Source: an optimization exercise on an open RTL-to-GDS flow (aim: small area). Production flows keep margins and buffers that such runs may drop.
Only simulation tests tie the RTL to the original design; equivalence was not proved.
The clock cells of runs 3 to 5 come from the design's own scripts or RTL, not from TritonCTS.
The clock port is modelled as an ideal driver, which makes a skipped or thinned clock tree look cheaper than it is; a real chip needs a root buffer or a tree.
Power figures rest on the tool's default switching activity, not on a simulated workload.

--- flow/flow/run.sh ---
#!/bin/bash
# Own flow: the standard layout with area-oriented ABC scripts in synthesis (synth.tcl),
# buf_1 port buffers and a clock tree without dummy loads.
set -euo pipefail
export FLOW_SYNTH_TCL="$PWD/synth_recipe.tcl"
bash standard.sh \
  "SYNTH_SCRIPT=$PWD/flow/synth.tcl" "ADDER_MAP_FILE=" \
  "BUFFER_PORTS_ARGS=-buffer_cell sky130_fd_sc_hd__buf_1" \
  "CTS_ARGS=-sink_clustering_enable -repair_clock_nets -dont_use_dummy_load -buf_list sky130_fd_sc_hd__clkbuf_8 -sink_clustering_size 20" \
  finish > standard.log 2>&1
--- flow/flow/a1.abc ---
strash
dch -f
amap
topo
--- flow/flow/a2.abc ---
&get -n
&st
&dch -f
&nf -p -R 1000 -F 8 -A 8
&put
topo
--- flow/flow/a3.abc ---
strash
fraig
dch -f
amap
topo
--- flow/flow/a4.abc ---
&get -n
&st
&dch -f
&nf -p -R 1000
&put
&get -n
&st
&dch -f
&nf -p -R 1000
&put
topo
--- flow/flow/a5.abc ---
strash
dch
amap
topo
--- flow/flow/a6.abc ---
strash
if -K 4 -a
mfs2 -a
strash
dc2
dch -f
amap
topo
--- flow/flow/synth.tcl ---
# The standard synthesis (synth_recipe.tcl), but ABC maps the logic with each of a
# few area-oriented scripts (a*.abc here) and the smallest result is kept.
# Registers are mapped before ABC runs, so they come out as in the standard synthesis.
set abc_scripts [lsort [glob [file join [file dirname [file normalize [info script]]] a*.abc]]]
proc abc {args} {
  global abc_scripts
  set i [lsearch -exact $args -script]
  set j [lsearch -exact $args -liberty]
  set lib [lindex $args [expr {$j + 1}]]
  set best_area 1e18
  set best_script ""
  yosys design -save before_abc
  foreach s $abc_scripts {
    yosys design -load before_abc
    yosys abc {*}[lreplace $args [expr {$i + 1}] [expr {$i + 1}] $s]
    set report [yosys tee -q -s result.string stat -liberty $lib]
    regexp {Chip area for [^:]*: ([0-9.]+)} $report -> area
    puts "abc script $s: area $area"
    if { $area < $best_area } {
      set best_area $area
      set best_script $s
    }
  }
  yosys design -load before_abc
  puts "abc script kept: $best_script (area $best_area)"
  yosys abc {*}[lreplace $args [expr {$i + 1}] [expr {$i + 1}] $best_script]
}
source $::env(FLOW_SYNTH_TCL)
--- flow/standard.sh ---
#!/bin/bash
# synth_recipe.tcl (not shown) runs the flow's synth.tcl, then flattens the netlist and writes it again
# the make line also repeats each setting of config.mk as NAME=value (left out here)
make -C /OpenROAD-flow-scripts/flow DESIGN_CONFIG=/design/flow/config.mk WORK_HOME=/design/flow/orfs CLKGATE_MAP_FILE= SYNTH_SCRIPT=/design/flow/synth_recipe.tcl "${@:-finish}"
--- flow/config.mk ---
export PLATFORM = sky130hd
export DESIGN_NAME = top
export DESIGN_NICKNAME = top
export VERILOG_FILES = /design/flow/design.v
export SDC_FILE = /design/flow/constraint.sdc
export NUM_CORES = 4
export LEC_CHECK = 0
export CAP_MARGIN = 20
export CORE_MARGIN = 2
export CORE_UTILIZATION = 40
export GPL_TIMING_DRIVEN = 0
export SLEW_MARGIN = 20
--- flow/constraint.sdc ---
create_clock -name core_clock -period 20.0 [get_ports {clk}]
set_input_delay 4.0000 -clock core_clock [delete_from_list [all_inputs] [get_ports {clk}]]
set_output_delay 4.0000 -clock core_clock [all_outputs]
set_load 0.01 [all_outputs]
--- flow/design.v ---
module button_counter (
    input clk,
    input reset,
    input inc,
    output reg [3:0] q,
    output carry
);
    assign carry = inc & q[0] & q[3];
    always @(posedge clk) begin
        if (reset)
            q <= 4'd0;
        else begin
            q[0] <= q[0] ^ inc;
            q[1] <= q[1] ^ (inc & q[0] & ~q[3]);
            q[2] <= q[2] ^ (inc & q[0] & q[1]);
            q[3] <= q[3] ^ (inc & q[0] & (q[3] | (q[1] & q[2])));
        end
    end
endmodule
module top (
    input clk,              
    input rst,              
    input [2:0] buttons,    
    input sw_left,          
    input sw_right,         
    output [6:0] segments,  
    output [7:0] anodes     
);
    reg a_d, b_d, c_d;
    always @(posedge clk) begin
        a_d <= buttons[0];
        b_d <= buttons[1];
        c_d <= buttons[2];
    end
    reg coinc, coinc_prev, cp, cp_d;
    always @(posedge clk) begin
        coinc_prev <= coinc;
        if (rst) begin
            coinc <= 1'b0; cp <= 1'b0; cp_d <= 1'b0;
        end else begin
            coinc <= a_d & b_d; cp <= coinc & ~coinc_prev; cp_d <= cp;
        end
    end
    wire en;
    m_susp u_susp (.clk(clk), .rst(rst), .cp(cp), .en(en));
    wire inc_a, inc_b;
    m_edge u_edge (.clk(clk), .rst(rst), .en(en), .a_d(a_d), .b_d(b_d), .inc_a(inc_a), .inc_b(inc_b));
    wire [15:0] digits_a, digits_b, digits_c;
    m_cnt u_cnta (.clk(clk), .rst(rst), .inc(inc_a), .q(digits_a));
    m_cnt u_cntb (.clk(clk), .rst(rst), .inc(inc_b), .q(digits_b));
    m_cnt u_cntc (.clk(clk), .rst(rst), .inc(cp_d), .q(digits_c));
    wire [10:0] digits_d;
    m_tdc u_tdc (.clk(clk), .rst(rst), .cp(cp), .c_d(c_d), .q(digits_d));
    wire [2:0] cur;
    m_scan u_scan (.clk(clk), .rst(rst), .cur(cur));
    m_disp u_disp (.sw_left(sw_left), .sw_right(sw_right), .cur(cur), .da(digits_a), .db(digits_b),
                   .dc(digits_c), .dd(digits_d), .segments(segments), .anodes(anodes));
endmodule
module m_susp (input clk, input rst, input cp, output en);
    localparam [9:0] SUSP_FIRST = 10'd124;
    reg [9:0] susp;
    wire susp_idle = (susp & 10'b0011011011) == 10'b0000000000;
    wire susp_last = (susp & 10'b0100110111) == 10'b0000000001;
    wire susp_first = (susp & 10'b1011111011) == 10'b0001111000;
    wire susp_start = cp & susp_idle;
    always @(posedge clk) begin
        if (rst | susp_last)
            susp <= 10'd0;
        else
            susp <= {susp[8:0], susp[9] ^ susp[2]} | (susp_start ? SUSP_FIRST : 10'd0);
    end
    assign en = susp_idle | susp_first;
endmodule
module m_edge (input clk, input rst, input en, input a_d, input b_d, output inc_a, output inc_b);
    reg a_state, a_prev, b_state, b_prev;
    always @(posedge clk) begin
        if (en) begin
            a_prev <= a_state; b_prev <= b_state;
        end
        if (rst) begin
            a_state <= 1'b0; b_state <= 1'b0;
        end else if (en) begin
            a_state <= a_d; b_state <= b_d;
        end
    end
    assign inc_a = en & a_state & ~a_prev;
    assign inc_b = en & b_state & ~b_prev;
endmodule
module m_cnt (input clk, input rst, input inc, output [15:0] q);
    wire [4:0] c;
    assign c[0] = inc;
    genvar i;
    generate
        for (i = 0; i < 4; i = i + 1) begin : bcd
            button_counter d (.clk(clk), .reset(rst), .inc(c[i]), .q(q[4*i+3:4*i]), .carry(c[i+1]));
        end
    endgenerate
endmodule
module m_tdc (input clk, input rst, input cp, input c_d, output [10:0] q);
    reg c_prev, c_pulse;
    always @(posedge clk) begin
        c_prev <= c_d; c_pulse <= c_d & ~c_prev;
    end
    reg measuring;
    reg [2:0] t_hun, s_hun;
    reg [3:0] t_ten, t_one, s_ten, s_one;
    wire timeout = t_hun[2] & t_hun[1] & t_ten[2] & t_ten[1];
    wire stop = measuring & (c_pulse | timeout);
    wire run = measuring & ~stop;
    wire one9 = t_one[3] & t_one[0];
    wire ten9 = t_ten[3] & t_ten[0];
    always @(posedge clk) begin
        if (rst)
            measuring <= 1'b0;
        else
            measuring <= measuring ? ~(c_pulse | timeout) : cp;
        if (~run) begin
            t_one <= 4'd0; t_ten <= 4'd0; t_hun <= 3'd0;
        end else begin
            t_one <= one9 ? 4'd0 : t_one + 4'd1;
            if (one9) begin
                t_ten <= ten9 ? 4'd0 : t_ten + 4'd1;
                if (ten9)
                    t_hun <= t_hun + 3'd1;
            end
        end
        if (rst) begin
            s_one <= 4'd0; s_ten <= 4'd0; s_hun <= 3'd0;
        end else if (stop) begin
            s_one <= t_one; s_ten <= t_ten; s_hun <= t_hun;
        end
    end
    assign q = {s_hun, s_ten, s_one};
endmodule
module m_scan (input clk, input rst, output reg [2:0] cur);
    localparam [7:0] SCAN_RESET = 8'd156;
    localparam [7:0] SCAN_FIRST = 8'd188;
    reg [7:0] scan;
    wire tick = (scan & 8'b11111010) == 8'b10010010;
    always @(posedge clk) begin
        if (rst) begin
            scan <= SCAN_RESET; cur <= 3'd0;
        end else begin
            scan <= tick ? SCAN_FIRST : {scan[6:0], scan[7] ^ scan[2]};
            cur <= cur + {2'b00, tick};
        end
    end
endmodule
module m_disp (input sw_left, input sw_right, input [2:0] cur, input [15:0] da, input [15:0] db,
               input [15:0] dc, input [10:0] dd, output [6:0] segments, output [7:0] anodes);
    wire [15:0] ddx = {5'd0, dd};
    wire m0 = ~sw_left & ~sw_right;
    wire sa = m0 & ~cur[2];
    wire sb = m0 & cur[2];
    wire sc = ~sw_left & sw_right & ~cur[2];
    wire sd = sw_left & ~sw_right & ~cur[2];
    reg [3:0] xa, xb, xc, xd;
    always @(*) begin
        case (cur[1:0])
            2'd0: begin xa = da[3:0]; xb = db[3:0]; xc = dc[3:0]; xd = ddx[3:0]; end
            2'd1: begin xa = da[7:4]; xb = db[7:4]; xc = dc[7:4]; xd = ddx[7:4]; end
            2'd2: begin xa = da[11:8]; xb = db[11:8]; xc = dc[11:8]; xd = ddx[11:8]; end
            default: begin xa = da[15:12]; xb = db[15:12]; xc = dc[15:12]; xd = ddx[15:12]; end
        endcase
    end
    wire [3:0] d = (xa | {4{~sa}}) & (xb | {4{~sb}}) & (xc | {4{~sc}}) & (xd | {4{~sd}});
    assign segments[6] = (~d[3] & ~d[2] & ~d[1] & d[0]) | (d[2] & ~d[1] & ~d[0]) | (d[3] & d[2]);
    assign segments[5] = d[2] & ((d[1] ^ d[0]) | d[3]);
    assign segments[4] = (~d[2] & d[1] & ~d[0]) | (d[3] & d[2]);
    assign segments[3] = (~d[3] & ~d[2] & ~d[1] & d[0]) | (d[2] & ~d[1] & ~d[0]) | (d[2] & d[1] & d[0]);
    assign segments[2] = d[0] | (d[2] & ~d[1]);
    assign segments[1] = (~d[2] & d[1]) | (d[1] & d[0]) | (~d[3] & ~d[2] & d[0]);
    assign segments[0] = (~d[3] & ~d[2] & ~d[1]) | (d[2] & d[1] & d[0]);
    assign anodes = (sw_left & sw_right) ? 8'hFF : ~(8'b00000001 << cur);
endmodule
==> notes.md, run 1 <==
- The via count of the first global-routing pass is around 3000.
- For this configuration, the core starts out at a cell density of 0.413.
- At the worst endpoint, the required time is roughly 16 ns.
- The number of standard cells in the layout, taps in and fillers out is a little over 600.
- On the final layout, the worst clock skew is 0.0297 ns.
- The critical path goes through buf_1, or3_1, a21oi_1, o21ai_0, nand4_1, nand2b_1, o21ai_0, nand2_1, o21ai_0, buf_1.
- The detailed-route vias per instance is ~5.4.
- The sequential fraction of the synthesis area is 0.523.
- The leakage power figure is around 1.6 nW.
- For this run, asynchronously set or reset flops after synthesis account for 0.
- CTS saw roughly 110 sinks.
- Buffers placed on the I/O ports in this run total 21.
- The most used cell along the critical path is sky130_fd_sc_hd__o21ai_0.
- The final layout contains routed wiring with a total length of slightly above 8000 µm.
- The number of antenna violations at the first check in global routing is 0.
- The critical path ends at segments[3].
- The number of hold violations in the final report came to 0.
- The smallest clock period supported by the final layout is computed as ~9.8 ns.
- Clock-pin slew was measured on the worst setup and hold paths at roughly 0.08 ns.
- Across all hold checks on the routed design, the worst slack comes to ~0.35 ns.
- The most common cell after layout, fill and taps aside is sky130_fd_sc_hd__dfxtp_1.
- The congestion estimate from routability-driven global placement came to between 0.8 and 0.9.
- The TritonCTS clock tree is yes.
- The power after layout is about 0.34 mW.
- Synthesis produced about 460 cells.
- For this run, the total global-route usage over all layers was measured as 0.161.
- For the final routed database, the setup TNS stands at 0 ns.
- At the later pin of the worst-skew pair, clock insertion delay measures around 0.37 ns.
- In this run the most used layer during global routing was met2.
- The first global-routing pass estimated between 10000 and 15000 µm of wire.
- In the synthesized netlist the dominant register cell turns out to be sky130_fd_sc_hd__dfxtp_1.
- Relative to the synthesized area, the layout overhead comes to 10.4%.
- The post-synthesis net count is between 400 and 500.
- For this block, the initial DRC count from the detailed router was roughly 170.
- The number of setup violations in the final report is 0.
- The number of rows in the core area is 36.
- The category of the most critical setup path is input port to primary output.
- Pin placement for this block handled 22 I/O pins.
- The cts-stage hold buffer count is 0.
- Setup repair after global routing left no endpoint under its margin.
- Leaving out fill and tap cells, the most frequent cells in the layout are sky130_fd_sc_hd__dfxtp_1 (103), sky130_fd_sc_hd__nand2_1 (54), sky130_fd_sc_hd__a21oi_1 (50), sky130_fd_sc_hd__nor2_1 (48), sky130_fd_sc_hd__nor3_1 (27).
- The number of distinct standard cells referenced by the synthesized netlist is 38.
- The routing usage on met2 is 0.256.
- The kind of end point of the critical path is a primary output.
- Summed over all nets, the half-perimeter wirelength after detailed placement is between 5000 and 6000 µm.
- The full die area is about 11000 µm².
- The nature of the critical path startpoint is an input port.
- The number of pins with negative max-slew slack in the final report is 0.
- The cell at the root of the clock tree is sky130_fd_sc_hd__clkbuf_8.
- In this run the register-to-register setup slack is approximately 17 ns.
- After clock tree synthesis, the repair step resized 0 gates.
- The fmax is 103 MHz.
- The iteration count of the initial detailed-routing pass is 5.
- The launching element of the worst setup path is sw_left.
- The number of antenna repair diodes is 0.
- The data arrival time of the worst path is approximately 5.8 ns.
- The number of cells in the design after placement is 612.
- Dividing the detail-routed wire length by the instance count gives around 13 µm.
- From left edge to right edge, the die measures 105 µm.
- VDD sags by at most ~48 µV.
- The standard cell with the maximum stage delay on the critical path is sky130_fd_sc_hd__or3_1.
- The maximum clock insertion buffer count is 2.
- The headroom to the max-slew limit is 0.369.
- The largest net degree at the start of global routing is 39.
- The highest net fanout along the worst path is 7.
- The post-route fraction of the period consumed by the critical path is 0.488.
- The startpoint of the most critical register-to-register path is u_susp.susp[1].
- The delay of the slowest cell on the worst path is about 0.43 ns.
- The run finished with no timing, DRC or antenna violations.
- The number of violations of the max-capacitance limit is 0.
- The final layout contains between 400 and 500 nets.
- In this run the cell area of the synthesized design comes to 4060 µm².
- The number of cells on the worst reg-to-reg path is 13.
- The path category of the worst min-delay check is flop to flop.
- The H-tree was split into 3 levels.
- For this run the aggregate overflow at the end of global routing stands at 0.
- The die span in y is about 100 µm.
- The synthesized area per cell is roughly 8.9 µm².
- For met3 alone, demand over resource in global routing was 0.0455.
- The via count is between 3000 and 4000.
- The count of warnings emitted by yosys is 7.
- The number of enable flip-flop cells after synthesis is 2.
- The global-route track usage on met1 is 0.211.
- The count of nets left with antenna violations once routing finished came out at 0.
- After detailed routing, the number of remaining DRC violations is 0.
- The post-CTS setup buffer count is 0.
- In this run the power density over the cells is approximately 75 nW/µm².
- In this run the most critical hold path is launched from c_d.
- The floorplan core area is 9820 µm².
- The register bit total from synthesis is 105.
- The transition time of the tightest slew-check pin is ~0.94 ns.
- The reg-to-reg critical path endpoint is u_cnta.bcd[3].d.q[3].
- Clock tree synthesis inserted a total of 9 buffers.
- The fraction of layout instances using a drive strength above 1 is 0.0307.
[state kept, by name, indices dropped and copies added (netlist names), 3 cells and up]
| signal | flops |
|---|---|
| u_susp.susp | 10 |
| u_tdc.t_ten | 4 |
| u_scan.scan | 8 |
| u_cnta.bcd.d.q | 16 |
| u_scan.cur | 3 |
| u_cntb.bcd.d.q | 16 |
| u_tdc.t_hun | 3 |
| u_tdc.s_one | 4 |
| u_cntc.bcd.d.q | 16 |
| u_tdc.s_ten | 4 |
| u_tdc.s_hun | 3 |
| u_tdc.t_one | 4 |
[kinds of logic after synthesis]
logic type | Yosys count | share of synthesized area
compound gates | 115 | 0.179
mux | 2 | 0.00493
simple gates | 205 | 0.244
flops | 105 | 0.523
xor+xnor | 18 | 0.0388
buf+inv | 11 | 0.0102
[area by class of cell]
| cell class | instances | area [µm²] |
|---|---|---|
| clock buffer | 9 | 124 |
| fill | 1006 | 5340 |
| tap | 133 | 166 |
| multi-input combinational | 340 | 1910 |
| sequential | 105 | 2120 |
| inverter | 11 | 41.3 |
| timing repair buffer | 23 | 120 |
[worst min-delay path by stage]
| stage | endpoint | depth (start not counted) | slack [ns] |
|---|---|---|---|
| 5_1_grt | u_tdc.c_prev | 0 | 0.37 |
| 2_1_floorplan | coinc_prev | 0 | 0.32 |
| 6_report | u_tdc.c_prev | 0 | 0.35 |
| 3_3_place_gp | u_tdc.c_prev | 0 | 0.34 |
| 3_5_place_dp | u_tdc.c_prev | 0 | 0.33 |
| 4_1_cts | u_tdc.c_prev | 0 | 0.36 |
[power breakdown]
group          internal (mW)  switching [mW]  total [mW]
clock                 0.0405          0.0612       0.102
combinational        0.00742          0.0124      0.0198
sequential             0.214         0.00239       0.216
total                  0.262          0.0760       0.338
[cells in the mapped netlist (all sizes together) (2+ instances only)]
cell type / number / share of area
a31oi: 7 / 0.011
mux2i: 2 / 0.0049
a22o: 3 / 0.0065
a22oi: 2 / 0.0037
nand4: 2 / 0.0031
nor3b: 10 / 0.018
clkinv: 11 / 0.010
a21oi: 50 / 0.062
and3: 16 / 0.025
o21ai: 14 / 0.017
and2: 9 / 0.014
nor3: 27 / 0.033
nand2: 54 / 0.050
nand2b: 3 / 0.0046
dfxtp: 103 / 0.51
or3: 5 / 0.0077
nor4: 2 / 0.0031
nor2: 49 / 0.045
a222oi: 10 / 0.025
xnor2: 5 / 0.011
edfxtp: 2 / 0.015
o22ai: 2 / 0.0031
a211oi: 12 / 0.022
nand3: 15 / 0.018
nor2b: 10 / 0.015
xor2: 13 / 0.028
o21a: 7 / 0.013
[metal layers]
| layer | up-vias | wire (µm) |
|---|---|---|
| met4 | 0 | 109 |
| met5 | - | 0 |
| met1 | 1566 | 4080 |
| li1 | 1712 | - |
| met2 | 42 | 3800 |
| met3 | 12 | 306 |
[through the flow]
stage | worst slack [ns] | instance area [µm²] | utilization
floorplan | 10.61 | 4060 | -
global placement | 10.32 | 4300 | 0.438
detailed placement | 10.26 | 4360 | 0.444
CTS | 10.26 | 4480 | 0.456
global route | 10.12 | 4480 | 0.456
finish | 10.24 | 4480 | 0.456
[worst max-delay path, delay by kind of cell]
kind                   cells  cell delay (ns)
and+or+nand+nor            4             0.91
AOI/OAI and AO/OA          4             0.53
buffers and inverters      2             0.31
==> inputs of run 2 (changes only) <==
--- a/flow/flow/run.sh
+++ b/flow/flow/run.sh
@@ -2,7 +2,11 @@
 # Own flow: the standard layout with area-oriented ABC scripts in synthesis (synth.tcl),
-# buf_1 port buffers and a clock tree without dummy loads.
+# buf_1 port buffers, a clock tree without dummy loads, and no buffers above buf_4
+# for the resizer to insert (the platform's don't-use cells stay don't-use).
 set -euo pipefail
 export FLOW_SYNTH_TCL="$PWD/synth_recipe.tcl"
+PLATFORM_DONT_USE="sky130_fd_sc_hd__probe_p_8 sky130_fd_sc_hd__probec_p_8 sky130_fd_sc_hd__lpflow_bleeder_1 sky130_fd_sc_hd__lpflow_clkbufkapwr_1 sky130_fd_sc_hd__lpflow_clkbufkapwr_16 sky130_fd_sc_hd__lpflow_clkbufkapwr_2 sky130_fd_sc_hd__lpflow_clkbufkapwr_4 sky130_fd_sc_hd__lpflow_clkbufkapwr_8 sky130_fd_sc_hd__lpflow_clkinvkapwr_1 sky130_fd_sc_hd__lpflow_clkinvkapwr_16 sky130_fd_sc_hd__lpflow_clkinvkapwr_2 sky130_fd_sc_hd__lpflow_clkinvkapwr_4 sky130_fd_sc_hd__lpflow_clkinvkapwr_8 sky130_fd_sc_hd__lpflow_decapkapwr_12 sky130_fd_sc_hd__lpflow_decapkapwr_3 sky130_fd_sc_hd__lpflow_decapkapwr_4 sky130_fd_sc_hd__lpflow_decapkapwr_6 sky130_fd_sc_hd__lpflow_decapkapwr_8 sky130_fd_sc_hd__lpflow_inputiso0n_1 sky130_fd_sc_hd__lpflow_inputiso0p_1 sky130_fd_sc_hd__lpflow_inputiso1n_1 sky130_fd_sc_hd__lpflow_inputiso1p_1 sky130_fd_sc_hd__lpflow_inputisolatch_1 sky130_fd_sc_hd__lpflow_isobufsrc_1 sky130_fd_sc_hd__lpflow_isobufsrc_16 sky130_fd_sc_hd__lpflow_isobufsrc_2 sky130_fd_sc_hd__lpflow_isobufsrc_4 sky130_fd_sc_hd__lpflow_isobufsrc_8 sky130_fd_sc_hd__lpflow_isobufsrckapwr_16 sky130_fd_sc_hd__lpflow_lsbuf_lh_hl_isowell_tap_1 sky130_fd_sc_hd__lpflow_lsbuf_lh_hl_isowell_tap_2 sky130_fd_sc_hd__lpflow_lsbuf_lh_hl_isowell_tap_4 sky130_fd_sc_hd__lpflow_lsbuf_lh_isowell_4 sky130_fd_sc_hd__lpflow_lsbuf_lh_isowell_tap_1 sky130_fd_sc_hd__lpflow_lsbuf_lh_isowell_tap_2 sky130_fd_sc_hd__lpflow_lsbuf_lh_isowell_tap_4 "
+EXTRA_DONT_USE="sky130_fd_sc_hd__buf_6 sky130_fd_sc_hd__buf_8 sky130_fd_sc_hd__buf_12 sky130_fd_sc_hd__buf_16 sky130_fd_sc_hd__bufbuf_8 sky130_fd_sc_hd__bufbuf_16 sky130_fd_sc_hd__bufinv_8 sky130_fd_sc_hd__bufinv_16"
 bash standard.sh \
   "SYNTH_SCRIPT=$PWD/flow/synth.tcl" "ADDER_MAP_FILE=" \
+  "DONT_USE_CELLS=$PLATFORM_DONT_USE $EXTRA_DONT_USE" \
   "BUFFER_PORTS_ARGS=-buffer_cell sky130_fd_sc_hd__buf_1" \
==> run 2 against run 1 <==
Net effect:
- still clean on timing, DRC and antenna
- worst hold slack worse by 0.032 ns
- worst setup slack gained 0.015 ns
- wire length increased by 0.55%
- synthesized cell count is the same
- critical path depth unchanged
- area after synthesis unchanged
- combinational power decreased by 3%
- first-iteration DRC count decreased by 3.0%
- sequential power about the same
- global-route usage did not move
- core utilization decreased by 0.25 points
- critical path type unchanged
- largest power group unchanged
==> notes.md, run 2 <==
- The number of hold violations in the final report is 0.
- The root buffer cell chosen for the clock tree is sky130_fd_sc_hd__clkbuf_8.
- The fraction of layout instances using a drive strength above 1 is 0.0307.
- The nature of the critical path startpoint is an input port.
- Data on the critical path is required at its endpoint by 16.00 ns.
- After synthesis, the netlist uses 38 different library cells.
- For this design, the sink count on the clock tree is 105.
- After layout, the minimum clock period comes to ~9.7 ns.
- The fmax is between 100 and 150 MHz.
- The net count of the finished layout is 497.
- In this run the critical register-to-register path is launched from u_susp.susp[1].
- The area share of the leading cell type in the synthesized netlist is 0.508.
- The worst setup slack for register-to-register paths is 16.57 ns.
- After synthesis the cells add up to 4060 µm².
- Using the TritonRoute via totals, the vias-per-cell ratio works out to 5.35.
- Once routing completed, OpenROAD measured the worst setup slack at 10.26 ns.
- The detailed router placed between 3000 and 4000 vias in this run.
- Post-CTS timing repair inserted 0 buffers for setup.
- The count of buffers from port buffering is 21.
- For this design the static power due to leakage is around 1.6 nW.
- In the layout the commonest cells are sky130_fd_sc_hd__dfxtp_1 (103), sky130_fd_sc_hd__nand2_1 (54), sky130_fd_sc_hd__a21oi_1 (50), sky130_fd_sc_hd__nor2_1 (48), sky130_fd_sc_hd__nor3_1 (27).
- By count the netlist is led by sky130_fd_sc_hd__dfxtp_1 (103), sky130_fd_sc_hd__nand2_1 (54), sky130_fd_sc_hd__a21oi_1 (50).
- The clock skew is 0.0341 ns.
- After clock tree synthesis, the repair step resized 0 gates.
- The number of clock buffers inserted by TritonCTS is 9.
- In the synthesized netlist the async set-or-reset flop fraction comes to 0.
- For this run the aggregate overflow at the end of global routing stands at 0.
- Traced cell by cell, the critical path runs through buf_1, or3_1, a21oi_1, o21ai_0, nand4_1, nand2b_1, o21ai_0, nand2_1, o21ai_0, buf_1.
- The maximum clock insertion buffer count is 2.
- The routed design has ~8300 µm of wire.
- The final routed wire length divided by cell count is about 13 µm.
- The delay of the slowest cell on the worst path is around 0.43 ns.
- The I/O pin count is 22.
- The total power divided by cell area is approximately 76 nW/µm².
- The slowest stage of the critical path belongs to the cell sky130_fd_sc_hd__or3_1.
- The initial standard-cell utilization of the core is 0.413.
- The via count of the first global-routing pass is 3128.
- The worst setup path is of the input port to primary output kind.
- The number of antenna violations at the first check in global routing came to 0.
- The worst register-to-register path has a depth of 13.
- Setup repair after global routing left no endpoint under its margin.
- The data arrival time of the worst path is between 5 and 6 ns.
- The cell type with the highest aggregate area in the netlist is sky130_fd_sc_hd__dfxtp_1.
- Yosys instantiated no cell more often than sky130_fd_sc_hd__dfxtp_1.
- The largest net degree at the start of global routing is 44.
- TritonCTS built the clock tree.
- In this run the number of H-tree levels came out at 3.
- The largest registers in the layout are u_cnta.bcd.d.q x16, u_cntb.bcd.d.q x16, u_cntc.bcd.d.q x16.
- Once detail routing completed, the nets flagged for antenna violations numbered 0.
- The cts-stage hold buffer count is 0.
- The transition time of the tightest slew-check pin is 0.957 ns.
- After synthesis, the mean cell area works out to roughly 8.9 µm².
- The post-route fraction of the period consumed by the critical path is 0.487.
- The final weighted congestion of routability-driven global placement is roughly 0.8.
- VDD sags by at most between 40 and 50 µV.
- Among all flip-flop cells after synthesis, the most frequent one is sky130_fd_sc_hd__dfxtp_1.
- Yosys mapped a number of flops with a built-in enable equal to 2.
- The number of setup violations in the final report is 0.
- The library cell used most frequently in the layout, excluding fill and tap cells, is sky130_fd_sc_hd__dfxtp_1.
- The share of the Yosys chip area taken by registers is 0.523.
- The headroom to the max-slew limit is 0.361.
- The number of rows in the core area is 36.
- The HPWL after detailed placement is roughly 5800 µm.
- For the worst-skew pair, the clock arrives at the later sink with an insertion delay of between 0.3 and 0.4 ns.
- The run finished with no timing, DRC or antenna violations.
- The end of the critical path is segments[3].
- The floorplan step defined a die boundary enclosing ~11000 µm².
- Across the run, the number of max-cap violations was 0.
- The first global-routing pass estimated 14400 µm of wire.
- The DRC violation count after routing is 0.
- The count of warnings emitted by yosys is 7.
- In this run the worst setup path begins at sw_left.
- The floorplan step set the die height to about 100 µm.
- The first routing iteration left about 160 violations.
- By area the synthesized netlist is led by sky130_fd_sc_hd__dfxtp_1 (51%), sky130_fd_sc_hd__a21oi_1 (6.2%), sky130_fd_sc_hd__nand2_1 (5.0%), sky130_fd_sc_hd__nor2_1 (4.5%), sky130_fd_sc_hd__nor3_1 (3.3%).
- The number of pins with negative max-slew slack in the final report came to 0.
- The most used cell along the critical path is sky130_fd_sc_hd__o21ai_0.
- The post-synthesis net count is ~460.
- The worst hold path belongs to the class flop to flop.
- The iteration count of the initial detailed-routing pass is 4.
- The post-synthesis to final-layout area growth is 9.80%.
- The number of instances in the synthesized netlist is between 400 and 500.
- Adding up every negative setup slack in the final design gives 0 ns.
- The floorplan core area is 9820 µm².
- The pre-CTS setup slack is approximately 10 ns.
- In this run the critical register-to-register path is captured at u_cnta.bcd[3].d.q[3].
- The kind of end point of the critical path is a primary output.
- The highest net fanout along the worst path is 7.
- Hold timing on the final database bottoms out at a slack of ~0.32 ns.
- Counting flops and latches in the post-synthesis netlist gives roughly 110.
- The number of antenna repair diodes is 0.
- In the global route stage, overall resource usage came out at 0.161.
- The clock slew seen by the registers of the worst setup and hold paths is 0.10 ns.
- Measured along the x axis, the die boundary spans 105 µm.
run 2: cell counts after synthesis:
Identical to the previous run, type by type.
run 2: where the power goes:
part	leakage [nW]	switching [mW]	internal, mW
registers	0.857	0.00239	0.214
logic	0.634	0.0123	0.00688
clock network	0.0647	0.0619	0.0405
run 2: layout make-up:
cell class / instances / area [µm²]
clock buffer: 9 / 124
fill: 1009 / 5360
inverter: 11 / 41.3
multi-input combinational: 340 / 1910
sequential: 105 / 2120
tap: 133 / 166
timing repair buffer: 23 / 95.1
run 2: per-stage QoR:
stage               total power, mW  instance area [µm²]  cells  utilization
floorplan                     0.232                 4060    456            -
global placement              0.239                 4300    610        0.438
detailed placement            0.240                 4330    612        0.441
CTS                           0.342                 4450    621        0.454
global route                  0.352                 4460    621        0.454
finish                        0.338                 4460    621        0.454
run 2: worst min-delay path by stage:
stage               startpoint  depth (start not counted)           end  slack, ns
finish                   coinc                          0    coinc_prev       0.32
global route             coinc                          0    coinc_prev       0.34
CTS                      coinc                          0    coinc_prev       0.33
detailed placement         c_d                          0  u_tdc.c_prev       0.33
global placement           c_d                          0  u_tdc.c_prev       0.34
floorplan                coinc                          0    coinc_prev       0.32
run 2: metal layers:
layer  vias to the layer above  track usage  share of wire
li1                       1709            -              -
met1                      1568        0.207           0.49
met5                         -            0              0
met2                        32        0.256           0.46
met4                         0       0.0629          0.016
met3                        13       0.0437          0.029
run 2: worst max-delay path, delay by kind of cell:
kind	cells	cell delay [ns]
and+or+nand+nor	4	0.90
AOI/OAI and AO/OA	4	0.54
buffers and inverters	2	0.30
run 2: cells by family (layout without fill, tap and decap cells):
group | after synthesis | in the layout | share of synthesized area
and+or+nand+nor | 205 | 205 | 0.244
AOI/OAI and AO/OA | 115 | 115 | 0.179
DFF | 105 | 105 | 0.523
xor gates and xnor gates | 18 | 18 | 0.0388
buffers and inverters | 11 | 43 | 0.0102
muxes | 2 | 2 | 0.00493
==> inputs of run 3 (changes only) <==
==> flow/flow/run.sh (replaced) <==
#!/bin/bash
# Own flow: the standard layout with
# - area-oriented ABC scripts in synthesis (synth.tcl),
# - buf_1 port buffers,
# - no buffers above buf_4 for the resizer to insert (the platform's don't-use cells stay don't-use),
# - the clock buffered by flow/clkbuf.tcl (one clock buffer per group of nearby flip-flops)
#   instead of TritonCTS.
set -euo pipefail
export FLOW_SYNTH_TCL="$PWD/synth_recipe.tcl"
export CLK_GROUPS=4
export CLK_GROUP_CELL=sky130_fd_sc_hd__clkbuf_16
PLATFORM_DONT_USE="sky130_fd_sc_hd__probe_p_8 sky130_fd_sc_hd__probec_p_8 sky130_fd_sc_hd__lpflow_bleeder_1 sky130_fd_sc_hd__lpflow_clkbufkapwr_1 sky130_fd_sc_hd__lpflow_clkbufkapwr_16 sky130_fd_sc_hd__lpflow_clkbufkapwr_2 sky130_fd_sc_hd__lpflow_clkbufkapwr_4 sky130_fd_sc_hd__lpflow_clkbufkapwr_8 sky130_fd_sc_hd__lpflow_clkinvkapwr_1 sky130_fd_sc_hd__lpflow_clkinvkapwr_16 sky130_fd_sc_hd__lpflow_clkinvkapwr_2 sky130_fd_sc_hd__lpflow_clkinvkapwr_4 sky130_fd_sc_hd__lpflow_clkinvkapwr_8 sky130_fd_sc_hd__lpflow_decapkapwr_12 sky130_fd_sc_hd__lpflow_decapkapwr_3 sky130_fd_sc_hd__lpflow_decapkapwr_4 sky130_fd_sc_hd__lpflow_decapkapwr_6 sky130_fd_sc_hd__lpflow_decapkapwr_8 sky130_fd_sc_hd__lpflow_inputiso0n_1 sky130_fd_sc_hd__lpflow_inputiso0p_1 sky130_fd_sc_hd__lpflow_inputiso1n_1 sky130_fd_sc_hd__lpflow_inputiso1p_1 sky130_fd_sc_hd__lpflow_inputisolatch_1 sky130_fd_sc_hd__lpflow_isobufsrc_1 sky130_fd_sc_hd__lpflow_isobufsrc_16 sky130_fd_sc_hd__lpflow_isobufsrc_2 sky130_fd_sc_hd__lpflow_isobufsrc_4 sky130_fd_sc_hd__lpflow_isobufsrc_8 sky130_fd_sc_hd__lpflow_isobufsrckapwr_16 sky130_fd_sc_hd__lpflow_lsbuf_lh_hl_isowell_tap_1 sky130_fd_sc_hd__lpflow_lsbuf_lh_hl_isowell_tap_2 sky130_fd_sc_hd__lpflow_lsbuf_lh_hl_isowell_tap_4 sky130_fd_sc_hd__lpflow_lsbuf_lh_isowell_4 sky130_fd_sc_hd__lpflow_lsbuf_lh_isowell_tap_1 sky130_fd_sc_hd__lpflow_lsbuf_lh_isowell_tap_2 sky130_fd_sc_hd__lpflow_lsbuf_lh_isowell_tap_4 "
EXTRA_DONT_USE="sky130_fd_sc_hd__buf_6 sky130_fd_sc_hd__buf_8 sky130_fd_sc_hd__buf_12 sky130_fd_sc_hd__buf_16 sky130_fd_sc_hd__bufbuf_8 sky130_fd_sc_hd__bufbuf_16 sky130_fd_sc_hd__bufinv_8 sky130_fd_sc_hd__bufinv_16"
bash standard.sh \
  "SYNTH_SCRIPT=$PWD/flow/synth.tcl" "ADDER_MAP_FILE=" \
  "DONT_USE_CELLS=$PLATFORM_DONT_USE $EXTRA_DONT_USE" \
  "BUFFER_PORTS_ARGS=-buffer_cell sky130_fd_sc_hd__buf_1" \
  "PRE_CTS_TCL=$PWD/flow/clkbuf.tcl" \
  finish > standard.log 2>&1
==> flow/flow/clkbuf.tcl (new file) <==
# Clock buffering in place of TritonCTS (sourced as the PRE_CTS hook): the flip-flops
# are split by location into groups (k-means), each driven by one clock buffer placed
# at the group's centre; the clock port drives these buffers directly.
set nclusters $::env(CLK_GROUPS)
set cell $::env(CLK_GROUP_CELL)

set db [ord::get_db]
set block [ord::get_db_block]
set clk_net [$block findNet clk]
set sinks {}
set xs {}
set ys {}
foreach it [$clk_net getITerms] {
  set bb [[$it getInst] getBBox]
  lappend sinks $it
  lappend xs [expr {([$bb xMin] + [$bb xMax]) / 2.0}]
  lappend ys [expr {([$bb yMin] + [$bb yMax]) / 2.0}]
}
set n [llength $sinks]
set order [lsort -real -indices [lmap x $xs y $ys {expr {$x + $y}}]]
set cx {}
set cy {}
for {set k 0} {$k < $nclusters} {incr k} {
  set idx [lindex $order [expr {int(($k + 0.5) * $n / $nclusters)}]]
  lappend cx [lindex $xs $idx]
  lappend cy [lindex $ys $idx]
}
set assign [lrepeat $n 0]
for {set iter 0} {$iter < 100} {incr iter} {
  for {set i 0} {$i < $n} {incr i} {
    set best 0
    set bd 1e30
    for {set k 0} {$k < $nclusters} {incr k} {
      set d [expr {abs([lindex $xs $i] - [lindex $cx $k]) + abs([lindex $ys $i] - [lindex $cy $k])}]
      if {$d < $bd} {
        set bd $d
        set best $k
      }
    }
    lset assign $i $best
  }
  for {set k 0} {$k < $nclusters} {incr k} {
    set sx 0.0
    set sy 0.0
    set c 0
    for {set i 0} {$i < $n} {incr i} {
      if {[lindex $assign $i] == $k} {
        set sx [expr {$sx + [lindex $xs $i]}]
        set sy [expr {$sy + [lindex $ys $i]}]
        incr c
      }
    }
    if {$c > 0} {
      lset cx $k [expr {$sx / $c}]
      lset cy $k [expr {$sy / $c}]
    }
  }
}
set master [$db findMaster $cell]
for {set k 0} {$k < $nclusters} {incr k} {
  set inst [odb::dbInst_create $block $master "clkbuf_group_$k"]
  set net [odb::dbNet_create $block "clk_group_$k"]
  $net setSigType CLOCK
  [$inst findITerm A] connect $clk_net
  [$inst findITerm X] connect $net
  set c 0
  for {set i 0} {$i < $n} {incr i} {
    if {[lindex $assign $i] == $k} {
      set it [lindex $sinks $i]
      $it disconnect
      $it connect $net
      incr c
    }
  }
  $inst setLocation [expr {int([lindex $cx $k])}] [expr {int([lindex $cy $k])}]
  $inst setPlacementStatus PLACED
  puts "clock group $k: $c flip-flops, $cell"
}
set_propagated_clock [all_clocks]

# The clock tree is built; skip TritonCTS.
rename clock_tree_synthesis tritoncts_unused
proc clock_tree_synthesis {args} {
  puts "clock_tree_synthesis skipped: the clock is buffered by clkbuf.tcl"
}
--- a/flow/config.mk
+++ b/flow/config.mk
@@ -9,3 +9,3 @@
 export CORE_MARGIN = 2
-export CORE_UTILIZATION = 40
+export CORE_UTILIZATION = 72
 export GPL_TIMING_DRIVEN = 0
==> run 3 against run 2 <==
Net effect:
- sequential power about the same
- final cell count is 11% lower
- synthesized cell count unchanged
- register-to-register slack improved by 0.08 ns
- wire length fell by 0.20%
- critical path depth stayed put
- via count is 2.2% higher
- fmax is 0.33% lower
- highest routed layer unchanged
- area after synthesis unchanged
- clock power decreased by 15%
- worst setup slack worse by 0.033 ns
==> notes.md, run 3 <==
- The flow ran to the end and the layout has no timing, DRC or antenna violations.
- The x dimension of the die is 79.1 µm.
- Summing all placed instances gives a cell area of 4250 µm².
- Each instance of the synthesized netlist takes up on average slightly below 9 µm².
- The net count of the finished layout is roughly 500.
- The worst hold slack is ~0.36 ns.
- 0 antenna diodes ended up in the layout.
- In the final layout, the share of cells above drive strength 1 is 0.0166.
- The area share of and/or/nand/nor cells after synthesis is 0.244.
- The final weighted congestion of routability-driven global placement is ~0.82.
- Setup repair after global routing left no endpoint under its margin.
- After synthesis, the most frequently instantiated cells are sky130_fd_sc_hd__dfxtp_1 (103), sky130_fd_sc_hd__nand2_1 (54), sky130_fd_sc_hd__a21oi_1 (50).
- The post-cts repair resize count is 0.
- For this run, the number of Yosys warnings is 7.
- Counting distinct cell types in the post-synthesis netlist gives 38.
- The data arrival time of the worst path is around 5.8 ns.
- The cell type with the highest aggregate area in the netlist is sky130_fd_sc_hd__dfxtp_1.
- After detailed routing, the number of remaining DRC violations is 0.
- The region available for standard cell placement spans 5470 µm².
- The clock latency of the later-clocked register in the worst-skew pair is between 0.15 and 0.2 ns.
- The via count of the first global-routing pass was just over 3000.
- The complex-gate fraction of the synthesized area is 0.179.
- Entering global routing, the biggest net connects between 40 and 50 pins.
- Counting flops and latches in the post-synthesis netlist gives about 110.
- 22 I/O pins were placed.
- The highest net fanout along the worst path is 7.
- The min-delay analysis places its worst path in the category flop to flop.
- For met2 alone, demand over resource in global routing was 0.481.
- The number of violations of the max-capacitance limit is 0.
- The transition time of the tightest slew-check pin is about 1.2 ns.
- The clock slew seen by the registers of the worst setup and hold paths is approximately 0.090 ns.
- The detailed router finished its first iteration with 240 violations.
- In the post-synthesis netlist, the biggest area contributors are sky130_fd_sc_hd__dfxtp_1 (51%), sky130_fd_sc_hd__a21oi_1 (6.2%), sky130_fd_sc_hd__nand2_1 (5.0%), sky130_fd_sc_hd__nor2_1 (4.5%), sky130_fd_sc_hd__nor3_1 (3.3%).
- Fill cells in the final layout number 385.
- Of the total synthesized cell area, the portion taken by full adders, half adders and majority gates is 0.
- The post-CTS setup buffer count is 0.
- For this run, the register share of the synthesized area comes to 0.523.
- Leaving out fill and tap cells, the most frequent cell in the layout is sky130_fd_sc_hd__dfxtp_1.
- The routed wire length is approximately 8300 µm.
- The number of enable flip-flop cells after synthesis is 2.
- The number of antenna-violating nets in the routed design is 0.
- The most utilized layer in the global route result is met2.
- The core utilization of the finished layout is 0.794.
- The dominant combinational cell family by area after synthesis is simple AND/OR/NAND/NOR gates.
- Once layout is complete, the cells apart from fillers number around 550.
- The first-pass GRT wire length is 13800 µm.
- The number of antenna violations at the first check in global routing is 0.
- The detailed-route vias per instance is ~6.1.
- The die covers 6250 µm².
- Measured against the total synthesized area, the mux share comes to 0.00493.
- The number of hold violations in the final report was 0.
- Yosys instantiated no cell more often than sky130_fd_sc_hd__dfxtp_1.
- The total overflow reported by the global router is 0.
- The headroom to the max-slew limit is 0.229.
- The post-route fraction of the period consumed by the critical path is 0.489.
- The number of setup violations in the final report is 0.
- Leaving out fill and tap cells, the most frequent cells in the layout are sky130_fd_sc_hd__dfxtp_1 (103), sky130_fd_sc_hd__nand2_1 (54), sky130_fd_sc_hd__a21oi_1 (50), sky130_fd_sc_hd__nor2_1 (48), sky130_fd_sc_hd__nor3_1 (27).
- The count of buffers from port buffering is 21.
- For this run, the leading register cell type out of synthesis is sky130_fd_sc_hd__dfxtp_1.
- The finished cells cover around 4300 µm².
- The total power divided by cell area is ~74 nW/µm².
- The largest registers in the layout are u_cnta.bcd.d.q x16, u_cntb.bcd.d.q x16, u_cntc.bcd.d.q x16.
- The post-synthesis to final-layout area growth is 7.09%.
- The HPWL after detailed placement is ~5800 µm.
- The initial standard-cell utilization of the core is 0.742.
- The clock skew is ~0.023 ns.
- STA classifies the critical path endpoint as a primary output.
- After clock tree synthesis, the flow added hold-fix buffers numbering 0.
- STA puts the critical path data required time at 16.00 ns.
- The initialized floorplan defines 27 standard-cell rows.
- The pre-antenna-repair detailed-routing pass consisted of 5 iterations.
- For this block, the via count after detailed routing is ~3400.
- After synthesis the cells add up to between 4000 and 5000 µm².
- In the synthesized netlist the async set-or-reset flop fraction comes to 0.
- The die is 79.1 µm tall.
- After layout, the minimum clock period comes to between 9 and 10 ns.
- The final routed wire length divided by cell count is around 15 µm.
- Of the total synthesized cell area, the portion taken by XOR and XNOR cells is 0.0388.
- The met3 track demand over resource in global routing is 0.0170.
- The global-route track usage on met1 is 0.359.
- The nature of the critical path startpoint is an input port.
- VDD sags by at most between 60 and 70 µV.
- The final sum of negative setup slack is 0 ns.
- The number of instances in the synthesized netlist is about 460.
- The fmax is slightly above 100 MHz.
- When the netlist entered floorplanning its net count stood at between 400 and 500.
- The category of the most critical setup path is input port to primary output.
- The area share of the leading cell type in the synthesized netlist is 0.508.
- For this design the static power due to leakage is roughly 1.5 nW.
- The number of pins with negative max-slew slack in the final report came to 0.
- In the global route stage, overall resource usage came out at 0.265.
- Including well taps, the total number of placed cells is 550.
-- run 3: cell counts after synthesis --
Identical to the previous run, type by type.
-- run 3: cell type report --
type,count,area (µm²),area share
repair buffers,22,87.6,0.0201
well taps,72,90.1,0.0207
multi-input cells,340,1910,0.438
plain buffers,4,100,0.0230
inverters,11,41.3,0.00950
flip-flops and latches,105,2120,0.488
-- run 3: final timing paths --
| path | from | to | slack [ns] | depth (start not counted) |
|---|---|---|---|---|
| max | sw_left | segments[3] | 10.23 | 10 |
| min | coinc | coinc_prev | 0.36 | 0 |
| max reg2reg | u_susp.susp[1] | u_cnta.bcd[3].d.q[1] | 16.65 | 13 |
| min reg2reg | coinc | coinc_prev | 0.36 | 0 |
-- run 3: through the flow --
| step | setup slack [ns] | power [mW] |
|---|---|---|
| 3_3_place_gp | 10.28 | 0.239 |
| 6_report | 10.23 | 0.322 |
| 4_1_cts | 10.23 | 0.323 |
| 2_1_floorplan | 10.61 | 0.232 |
| 3_5_place_dp | 10.24 | 0.240 |
| 5_1_grt | 10.07 | 0.334 |
-- run 3: routing by layer --
| layer | wire length (µm) | part of all wire | up-vias |
|---|---|---|---|
| met5 | 0 | 0 | - |
| met4 | 110 | 0.013 | 0 |
| met3 | 323 | 0.039 | 12 |
| met2 | 4070 | 0.49 | 73 |
| met1 | 3820 | 0.46 | 1612 |
| li1 | - | - | 1699 |
-- run 3: cells by family after synthesis --
| group | after synthesis |
|---|---|
| XOR/XNOR | 18 |
| AO/OA/AOI/OAI | 115 |
| AND/OR/NAND/NOR | 205 |
| multiplexers | 2 |
| buffers and inverters | 11 |
| flip-flops | 105 |
-- run 3: critical path: stages --
cell	delay [ns]
sky130_fd_sc_hd__buf_1	0.15
sky130_fd_sc_hd__or3_1	0.45
sky130_fd_sc_hd__a21oi_1	0.13
sky130_fd_sc_hd__o21ai_0	0.15
sky130_fd_sc_hd__nand4_1	0.27
sky130_fd_sc_hd__nand2b_1	0.13
sky130_fd_sc_hd__o21ai_0	0.16
sky130_fd_sc_hd__nand2_1	0.09
sky130_fd_sc_hd__o21ai_0	0.08
sky130_fd_sc_hd__buf_1	0.17
-- run 3: power breakdown --
part           internal, mW  leakage [nW]  switching, mW
Clock                0.0368        0.0493         0.0496
Combinational       0.00675         0.629         0.0125
Sequential            0.214         0.857        0.00250
Total                 0.257          1.54         0.0646
==> inputs of run 4 (changes only) <==
--- a/flow/design.v
+++ b/flow/design.v
@@ -59,7 +59,6 @@
 module m_susp (input clk, input rst, input cp, output en);
-    localparam [9:0] SUSP_FIRST = 10'd124;
     reg [9:0] susp;
-    wire susp_idle = (susp & 10'b0011011011) == 10'b0000000000;
-    wire susp_last = (susp & 10'b0100110111) == 10'b0000000001;
-    wire susp_first = (susp & 10'b1011111011) == 10'b0001111000;
+    wire susp_idle = (susp & 10'd411) == 10'd0;
+    wire susp_last = (susp & 10'd891) == 10'd872;
+    wire susp_first = (susp & 10'd223) == 10'd4;
     wire susp_start = cp & susp_idle;
@@ -69,3 +68,3 @@
         else
-            susp <= {susp[8:0], susp[9] ^ susp[2]} | (susp_start ? SUSP_FIRST : 10'd0);
+            susp <= {susp[8:0], susp[9] ^ susp[2]} | (susp_start ? 10'd292 : 10'd0);
     end
==> flow/flow/a7.abc (new file) <==
strash
if -K 6 -a
mfs2 -a
strash
dch -f
amap
topo
==> flow/flow/a8.abc (new file) <==
strash
&get -n
&st
&dch
&nf -R 1000
&put
topo
==> run 4 against run 3 <==
Net effect:
- critical endpoint unchanged
- largest power group unchanged
- still clean
- register-to-register slack improved by 0.24 ns
- final area fell by 0.46%
- final cell count fell by 0.72%
- clock power up 0.7%
- critical path depth unchanged
- worst setup slack worse by 0.18 ns
- worst hold slack worse by 0.0034 ns
- largest cell class unchanged
- core utilization fell by 0.37 points
- power down 0.47%
- global-route usage decreased by 0.15 points
==> notes.md, run 4 <==
- The headroom to the max-slew limit is 0.396.
- By area the synthesized netlist is led by sky130_fd_sc_hd__dfxtp_1 (51%), sky130_fd_sc_hd__nand2_1 (5.2%), sky130_fd_sc_hd__a21oi_1 (5.1%), sky130_fd_sc_hd__nor3_1 (4.8%), sky130_fd_sc_hd__and3_1 (4.8%).
- Of the synthesized area, sequential elements account for 0.526.
- The multi-input combinational cells in the finished layout cover a total of about 1900 µm².
- At the end of the flow, the number of nets in the layout was about 490.
- The netlist area before placement is 4030 µm².
- The pre-CTS setup slack is 10.10 ns.
- The data arrival time of the worst path is 5.95 ns.
- After the flow finishes, the layout carries non-filler instances totaling 550.
- Across the VDD grid, the largest voltage drop is approximately 83 µV.
- The routed wire length is between 8000 and 9000 µm.
- In this run, post-CTS hold repair placed 0 buffers.
- The fraction of layout instances using a drive strength above 1 is 0.0209.
- Of all flip-flops after synthesis, the portion carrying an async set or reset was 0.
- The library cell used most frequently in the layout, excluding fill and tap cells, is sky130_fd_sc_hd__dfxtp_1.
- After clock tree synthesis, the repair step resized 0 gates.
- The largest net degree at the start of global routing is between 40 and 50.
- The number of different library cells used by synthesis comes to 35.
- The run finished with no timing, DRC or antenna violations.
- The final critical delay including setup and external delays is 9.95 ns.
- The core utilization of the finished layout is 0.791.
- The final weighted congestion of routability-driven global placement is around 0.82.
- The number of pins with negative max-slew slack in the final report came to 0.
- The worst hold slack is 0.359 ns.
- The count of warnings emitted by yosys is 7.
- For the pin with the worst max-slew slack, the measured transition is 0.904 ns.
- The commonest cells after synthesis are sky130_fd_sc_hd__dfxtp_1 (103), sky130_fd_sc_hd__nand2_1 (56), sky130_fd_sc_hd__nor2_1 (45).
- The worst setup path is captured at a primary output.
- The most common cell in the synthesized netlist is sky130_fd_sc_hd__dfxtp_1.
- The internal power of the cells totals roughly 0.26 mW.
- The library cells used most frequently in the layout, excluding fill and tap cells, are sky130_fd_sc_hd__dfxtp_1 (103), sky130_fd_sc_hd__nand2_1 (56), sky130_fd_sc_hd__nor2_1 (44), sky130_fd_sc_hd__a21oi_1 (41), sky130_fd_sc_hd__nor3_1 (39).
- After clock tree synthesis, the setup repair step added 0 buffers.
- Once placement completed, the tool counted placed cells totaling between 500 and 600.
- After floorplanning, the core was divided into 27 placement rows.
- The final design area excluding fillers is between 4000 and 5000 µm².
- The register bit total from synthesis is between 100 and 150.
- In this run, synthesis inferred 2 flip-flops with an integrated enable.
- Setup repair after global routing left no endpoint under its margin.
- For this configuration, the core starts out at a cell density of 0.737.
- The number of instances in the synthesized netlist is between 400 and 500.
- The clock network fraction of total power is 0.272.
- The count of buffers from port buffering is 21.
- In this run the power density over the cells is 74.0 nW/µm².
- Across all register-to-register paths, the minimum setup slack is 16.89 ns.
- The die span in y is slightly below 80 µm.
- Clock-pin slew was measured on the worst setup and hold paths at approximately 0.1 ns.
- The first-pass GRT wire length is around 14000 µm.
- The post-route fraction of the period consumed by the critical path is 0.498.
- The most critical setup path has its startpoint at sw_left.
- The flip-flop cell with the highest count after synthesis is sky130_fd_sc_hd__dfxtp_1.
- The detailed-route vias per instance is between 6 and 7.
- Clock latency on the worst-skew pair, taken at its later pin, is 0.17 ns.
- The full die area is between 6000 and 7000 µm².
- sky130_fd_sc_hd__dfxtp_1 takes more of the synthesized area than any other cell.
- The routed layout has about 3300 vias.
- After detailed routing, the average wire length per cell comes to 14.8 µm.
- The fmax is about 100 MHz.
- The iteration count of the initial detailed-routing pass is 5.
- Once routing completed, OpenROAD measured the worst setup slack at ~10 ns.
- For this run, design rule violations remaining after detail routing come to 0.
- In the final layout, the registers with the most flip-flops are u_cnta.bcd.d.q x16, u_cntb.bcd.d.q x16, u_cntc.bcd.d.q x16.
- The nature of the critical path startpoint is an input port.
- Across the routed clock network, the largest skew measured is approximately 0.031 ns.
- A synthesized cell averages ~8.9 µm².
- For this run the aggregate overflow at the end of global routing stands at 0.
- The number of antenna-violating nets in the routed design is 0.
- The die is 78.9 µm wide.
- The category of the most critical setup path is input port to primary output.
- For this design the static power due to leakage is around 1.6 nW.
- The floorplan core area is about 5500 µm².
- The fraction of power consumed by combinational cells is 0.056.
- The post-synthesis net count is roughly 460.
- The filler cells instantiated in the layout total between 400 and 500.
- The power after layout is about 0.32 mW.
- In the global route stage, overall resource usage came out at 0.264.
- In this run the worst path has a maximum fanout of 8.
- The number of antenna violations at the first check in global routing came to 0.
- The number of hold violations in the final report is 0.
- After the first detailed-routing iteration, the DRC count stood at 225.
- The via count of the first global-routing pass is roughly 3100.
- For this design the total switching power over the nets is 0.0638 mW.
- Of the total power, registers draw 0.673.
- Following the worst setup path forward leads to its endpoint at segments[3].
- The data required time at the worst endpoint is 16.00 ns.
- The reg-to-reg critical path endpoint is u_cnta.bcd[3].d.q[3].
- The final sum of negative setup slack is 0 ns.
- Of the post-synthesis cell area, the dominant cell type holds 0.511.
- The worst register-to-register path begins at u_susp.susp[1].
- The HPWL after detailed placement is 5780 µm.
- The number of setup violations in the final report is 0.
- The placed instances occupy a cell area of 4220 µm².
- Registers take between 2000 and 2500 µm².
- The I/O pin count is 22.
- The post-synthesis to final-layout area growth is 7.26%.
- The switching share of power is 0.199.
- For the worst flop-to-flop path, the logic depth is 10.
- The number of violations of the max-capacitance limit is 0.
- The number of antenna repair diodes is 0.
- The path class of the tightest hold or removal check is flop to flop.
run 4: cell types whose count changed after synthesis, moves of 5 or more:
cell,delta
sky130_fd_sc_hd__a211oi_1,-10
sky130_fd_sc_hd__a21oi_1,-9
sky130_fd_sc_hd__and2_0,+9
sky130_fd_sc_hd__and3_1,+15
sky130_fd_sc_hd__clkinv_1,-5
sky130_fd_sc_hd__nor3_1,+12
sky130_fd_sc_hd__xor2_1,-8
run 4: final cells by class:
cell class | count | area share
flip-flops and latches | 105 | 0.490
multi-input cells | 340 | 0.438
plain buffers | 4 | 0.0231
repair buffers | 23 | 0.0220
well taps | 72 | 0.0208
inverters | 6 | 0.00521
run 4: how the worst min path moves through the flow:
stage	to	cells past startpoint	start	slack, ns
2_1_floorplan	coinc_prev	0	coinc	0.32
3_3_place_gp	u_tdc.c_prev	0	c_d	0.33
3_5_place_dp	coinc_prev	0	coinc	0.34
4_1_cts	coinc_prev	0	coinc	0.36
5_1_grt	coinc_prev	0	coinc	0.37
6_report	coinc_prev	0	coinc	0.36
run 4: routing by layer:
layer	track usage	wire [µm]
met3	0.0159	286
met4	0.0414	119
met5	0	0
met2	0.480	3930
met1	0.354	3790
run 4: cell families (layout without fill, tap and decap cells):
family | Yosys count | after routing | synth area share
muxes | 2 | 2 | 0.00496
buffers and inverters | 6 | 33 | 0.00558
AOI/OAI and AO/OA | 87 | 87 | 0.140
DFF | 105 | 105 | 0.526
xor gates and xnor gates | 14 | 14 | 0.0304
and+or+nand+nor | 237 | 237 | 0.293
run 4: worst max-delay path, cell delays in order:
cell and delay [ns]:
sky130_fd_sc_hd__buf_1 0.17, sky130_fd_sc_hd__nor3b_1 0.44, sky130_fd_sc_hd__o21ai_0 0.17, sky130_fd_sc_hd__a21oi_1 0.20, sky130_fd_sc_hd__a31oi_1 0.07, sky130_fd_sc_hd__and3_1 0.28
sky130_fd_sc_hd__o21ai_0 0.26, sky130_fd_sc_hd__nand2_1 0.11, sky130_fd_sc_hd__o21ai_0 0.08, sky130_fd_sc_hd__buf_1 0.17
run 4: power by group through the flow:
| stage | Combinational (mW) | Clock [mW] | Sequential, mW |
|---|---|---|---|
| finish | 0.0179 | 0.0870 | 0.216 |
| global placement | 0.0167 | 0 | 0.220 |
| CTS | 0.0178 | 0.0878 | 0.215 |
| floorplan | 0.0109 | 0 | 0.220 |
| global route | 0.0199 | 0.0957 | 0.216 |
| detailed placement | 0.0177 | 0 | 0.220 |
==> inputs of run 5 (changes only) <==
--- a/flow/flow/run.sh
+++ b/flow/flow/run.sh
@@ -3,3 +3,3 @@
 # - area-oriented ABC scripts in synthesis (synth.tcl),
-# - buf_1 port buffers,
+# - buf_1 port buffers (buf_4 for the reset, flow/rstbuf.tcl),
 # - no buffers above buf_4 for the resizer to insert (the platform's don't-use cells stay don't-use),
@@ -18,2 +18,3 @@
   "PRE_CTS_TCL=$PWD/flow/clkbuf.tcl" \
+  "PRE_RESIZE_TCL=$PWD/flow/rstbuf.tcl" \
   finish > standard.log 2>&1
==> flow/flow/a9.abc (new file) <==
strash
&get -n
&st
&dch -f
&nf -p -R 1000 -E 100
&put
topo
==> flow/flow/rstbuf.tcl (new file) <==
# PRE_RESIZE hook: the reset port fans out to most flip-flops, so its port buffer is a
# buf_4 rather than the buf_1 the other ports get; repair_design then has no slew
# violation to fix on that net.
set rst_net [[ord::get_db_block] findNet rst]
foreach it [$rst_net getITerms] {
  set inst [$it getInst]
  if {[string match "sky130_fd_sc_hd__buf_*" [[$inst getMaster] getName]]} {
    replace_cell [$inst getName] sky130_fd_sc_hd__buf_4
    puts "reset port buffer [$inst getName] is now sky130_fd_sc_hd__buf_4"
  }
}
==> run 5 against run 4 <==
Net effect:
- sequential cell count unchanged
- critical path depth fell by 2
- fmax increased by 0.46%
- die area decreased by 0.15%
- final cell count is 0.18% higher
- first-iteration DRC count up 29%
- clock power shrank 0.7%
- area after synthesis decreased by 0.16%
- wire length fell by 1.4%
- combinational power shrank 2%
- final area is 0.43% lower
- critical endpoint unchanged
- largest cell class unchanged
- largest power group unchanged
==> notes.md, run 5 <==
- The global-route track usage on met1 is 0.326.
- In the final layout, the share of cells above drive strength 1 is 0.0167.
- After synthesis, the share of cell area in mux cells is 0.00497.
- The netlist area before placement is 4030 µm².
- The number of buffers and inverters on the critical path is 2.
- The largest registers in the layout are u_cnta.bcd.d.q x16, u_cntb.bcd.d.q x16, u_cntc.bcd.d.q x16.
- The most common cell after layout, fill and taps aside is sky130_fd_sc_hd__dfxtp_1.
- The detailed-route vias per instance is just over 6.
- The netlist uses 34 different library cells.
- The flip-flop cell with the highest count after synthesis is sky130_fd_sc_hd__dfxtp_1.
- The standard cell with the maximum stage delay on the critical path is sky130_fd_sc_hd__a311oi_1.
- The final design area excluding fillers is 4310 µm².
- The total cell area at the placement stage is 4210 µm².
- Yosys instantiated no cell more often than sky130_fd_sc_hd__dfxtp_1.
- In the global route stage, overall resource usage came out at 0.262.
- The routed layout has roughly 3400 vias.
- The area share of and/or/nand/nor cells after synthesis is 0.295.
- The most used cell along the critical path is sky130_fd_sc_hd__o21ai_0.
- Clock-pin slew was measured on the worst setup and hold paths at about 0.11 ns.
- Setup violations remaining at the end of the flow were counted as 0.
- The min-delay analysis places its worst path in the category flop to flop.
- Of all flip-flops after synthesis, the portion carrying an async set or reset was 0.
- The dominant combinational cell family by area after synthesis is simple AND/OR/NAND/NOR gates.
- Walking the worst path, the cells encountered are buf_1, nor3_1, a32o_1, a311oi_1, o21ai_0, o21ai_0, o21ai_0, buf_1.
- The library cells used most frequently in the layout, excluding fill and tap cells, are sky130_fd_sc_hd__dfxtp_1 (103), sky130_fd_sc_hd__nor2_1 (61), sky130_fd_sc_hd__nand2_1 (53), sky130_fd_sc_hd__nor3_1 (43), sky130_fd_sc_hd__a21oi_1 (33).
- Of the post-synthesis cell area, the dominant cell type holds 0.512.
- The number of antenna-violating nets in the routed design is 0.
- The run finished with no timing, DRC or antenna violations.
- The post-synthesis net count is about 460.
- The clock latency of the later-clocked register in the worst-skew pair is 0.17 ns.
- Once the clock tree was built, the setup fixing pass inserted 0 buffers.
- met2 is the most crowded layer.
- The post-route fraction of the period consumed by the critical path is 0.495.
- 0 antenna diodes ended up in the layout.
- The count of buffers added on input and output ports is 21.
- The final-stage net count is slightly below 500.
- For this run, the number of Yosys warnings is 7.
- For the worst setup path, the data arrival time is 5.91 ns.
- The total overflow reported by the global router is 0.
- The HPWL after detailed placement is roughly 5500 µm.
- The full die area is between 6000 and 7000 µm².
- In the routed design, unresolved DRC markers number 0.
- The number of enable flip-flop cells after synthesis is 2.
- Grouping stages by cell kind, the critical path spends the most delay in compound AO/OA/AOI/OAI gates.
- The number of violations of the max-capacitance limit is 0.
- The largest total area in the synthesized netlist belongs to sky130_fd_sc_hd__dfxtp_1.
- For the final routed database, the setup TNS stands at 0 ns.
- The die is just under 80 µm wide.
- The synthesized area per cell is just under 9 µm².
- The delay of the slowest cell on the worst path is 0.65 ns.
- Power comes to about 0.32 mW.
- Of the total synthesized cell area, the portion taken by full adders, half adders and majority gates is 0.
- The maximum vdd drop is ~63 µV.
- The number of pins with negative max-slew slack in the final report is 0.
- The clock skew is about 0.027 ns.
- In the synthesized netlist, the cells that appear most often are sky130_fd_sc_hd__dfxtp_1 (103), sky130_fd_sc_hd__nor2_1 (62), sky130_fd_sc_hd__nand2_1 (53).
- The first global-routing pass estimated between 10000 and 15000 µm of wire.
- The via count of the first global-routing pass is roughly 3100.
- The number of antenna violations at the first check in global routing came to 0.
- Derived from the worst setup path, the maximum achievable clock frequency is approximately 100 MHz.
- The core utilization of the finished layout is 0.792.
- The number of hold violations in the final report came to 0.
- Summed over all cells, the static leakage comes to 1.59 nW.
- The worst setup path is of the input port to primary output kind.
- The met3 track demand over resource in global routing is 0.0227.
- The floorplan has 27 rows.
- The post-cts repair resize count is 0.
- Relative to the synthesized area, the layout overhead comes to 6.96%.
- Entering global routing, the biggest net connects 79 pins.
- The die is around 79 µm tall.
- The smallest clock period supported by the final layout is computed as slightly below 10 ns.
- The initial utilization of the core area, before any placement, comes to 0.741.
- The final layout contains routed wiring with a total length of about 8000 µm.
- The total power divided by cell area is around 74 nW/µm².
- Dividing the detail-routed wire length by the instance count gives around 15 µm.
- The complex-gate fraction of the synthesized area is 0.126.
- The register bit total from synthesis is between 100 and 150.
- The final weighted congestion of routability-driven global placement is roughly 0.8.
- The transition time of the tightest slew-check pin is 0.818 ns.
- The data required time at the worst endpoint is roughly 16 ns.
- The floorplan core area is between 5000 and 6000 µm².
- The iteration count of the initial detailed-routing pass is 6.
- The number of instances in the synthesized netlist is approximately 450.
- The first-iteration detailed-routing DRC count is slightly below 300.
- In the post-synthesis netlist, the biggest area contributors are sky130_fd_sc_hd__dfxtp_1 (51%), sky130_fd_sc_hd__nor2_1 (5.8%), sky130_fd_sc_hd__nor3_1 (5.3%), sky130_fd_sc_hd__nand2_1 (4.9%), sky130_fd_sc_hd__and3_1 (4.5%).
- The xor-xnor portion of the synthesized cell area is 0.0413.
- The I/O pin count is 22.
- The sequential fraction of the synthesis area is 0.527.
- The highest net fanout along the worst path is 6.
- For met2 alone, demand over resource in global routing was 0.491.
- Measured against its own limit, the worst slew margin works out to 0.451.
- The nature of the critical path startpoint is an input port.
- The kind of end point of the critical path is a primary output.
- Setup repair after global routing left no endpoint under its margin.
- The cts-stage hold buffer count is 0.
-- run 5: changes by cell type after synthesis, moves of 4 or more --
cell | previous run | this run
sky130_fd_sc_hd__nor3_1 | 39 | 43
sky130_fd_sc_hd__xor2_1 | 5 | 9
sky130_fd_sc_hd__nor2_1 | 45 | 62
sky130_fd_sc_hd__nand3_1 | 11 | 17
sky130_fd_sc_hd__a21oi_1 | 41 | 33
sky130_fd_sc_hd__and2_0 | 18 | 11
-- run 5: final cells by class --
cell class	count	area, µm²
sequential	105	2120
multi-input combinational	343	1890
fill	386	1130
buffer	4	100
tap	72	90.1
timing repair buffer	21	82.6
inverter	6	22.5
-- run 5: layer usage --
layer  up-vias  share of wire
met5         -              0
met1      1580           0.44
li1       1682              -
met2        88           0.50
met3        13          0.044
met4         0          0.016
-- run 5: kinds of logic (layout without fill, tap and decap cells) --
family	count (synthesis)	count (layout)
compound gates	76	76
xor+xnor	19	19
buf+inv	6	31
flops	105	105
mux	2	2
simple gates	246	246
-- run 5: worst paths after layout --
check | start | to | slack, ns | depth (start not counted)
worst max-delay path | sw_right | segments[3] | 10.09 | 8
worst min-delay path | coinc | coinc_prev | 0.35 | 0
worst max register to register | u_susp.susp[1] | u_cntb.bcd[3].d.q[2] | 17.06 | 10
worst min register to register | coinc | coinc_prev | 0.35 | 0
-- run 5: through the flow --
step                      hold slack, ns  cells  setup slack (ns)
after floorplan                    0.323    454             10.54
after global placement             0.333    547             10.21
after detailed placement           0.339    547             10.12
after CTS                          0.351    551             10.12
after global routing               0.367    551              9.99
final                              0.348    551             10.09
-- run 5: where the power goes --
part	switching, mW	total, mW	internal, mW
clock network	0.0496	0.0864	0.0368
logic	0.0115	0.0175	0.00605
registers	0.00223	0.216	0.213

==> separate check: timing with driven ports <==
Ports are ideal in the flow. The routed layouts listed here were re-timed in OpenROAD. Step 1, drivers: a clkbuf_16 drives clk and a buf_2 each remaining input, both assumed. Step 2 times the ports against the registers' clock, not the clock port: input delays grow and output delays shrink by t, the midpoint of the rising clock arrivals with the driver on. Slacks: no drivers / after step 1 / after step 2; pairs: no drivers / after step 1.
run	t (ns)	slack for setup (ns)	worst hold slack (ns)	clock arrival spread, ns	slew at the worst register clock pin (ns)
run 1	0.390	10.244 / 10.220 / 10.220	0.355 / 0.355 / 0.355	0.030 / 0.030	0.10 / 0.10
run 2	0.393	10.259 / 10.233 / 10.233	0.323 / 0.323 / 0.323	0.035 / 0.035	0.10 / 0.10
run 3	0.231	10.226 / 10.204 / 10.204	0.362 / 0.362 / 0.362	0.026 / 0.026	0.11 / 0.11
run 4	0.234	10.047 / 10.022 / 10.022	0.359 / 0.359 / 0.359	0.031 / 0.031	0.11 / 0.11
run 5	0.232	10.093 / 10.065 / 10.065	0.348 / 0.348 / 0.348	0.031 / 0.031	0.11 / 0.11
After both steps setup and hold are still met in every run listed. For run 5, which loses most, drivers alone change the setup slack by -0.028 ns; drivers and shift together by -0.028 ns.
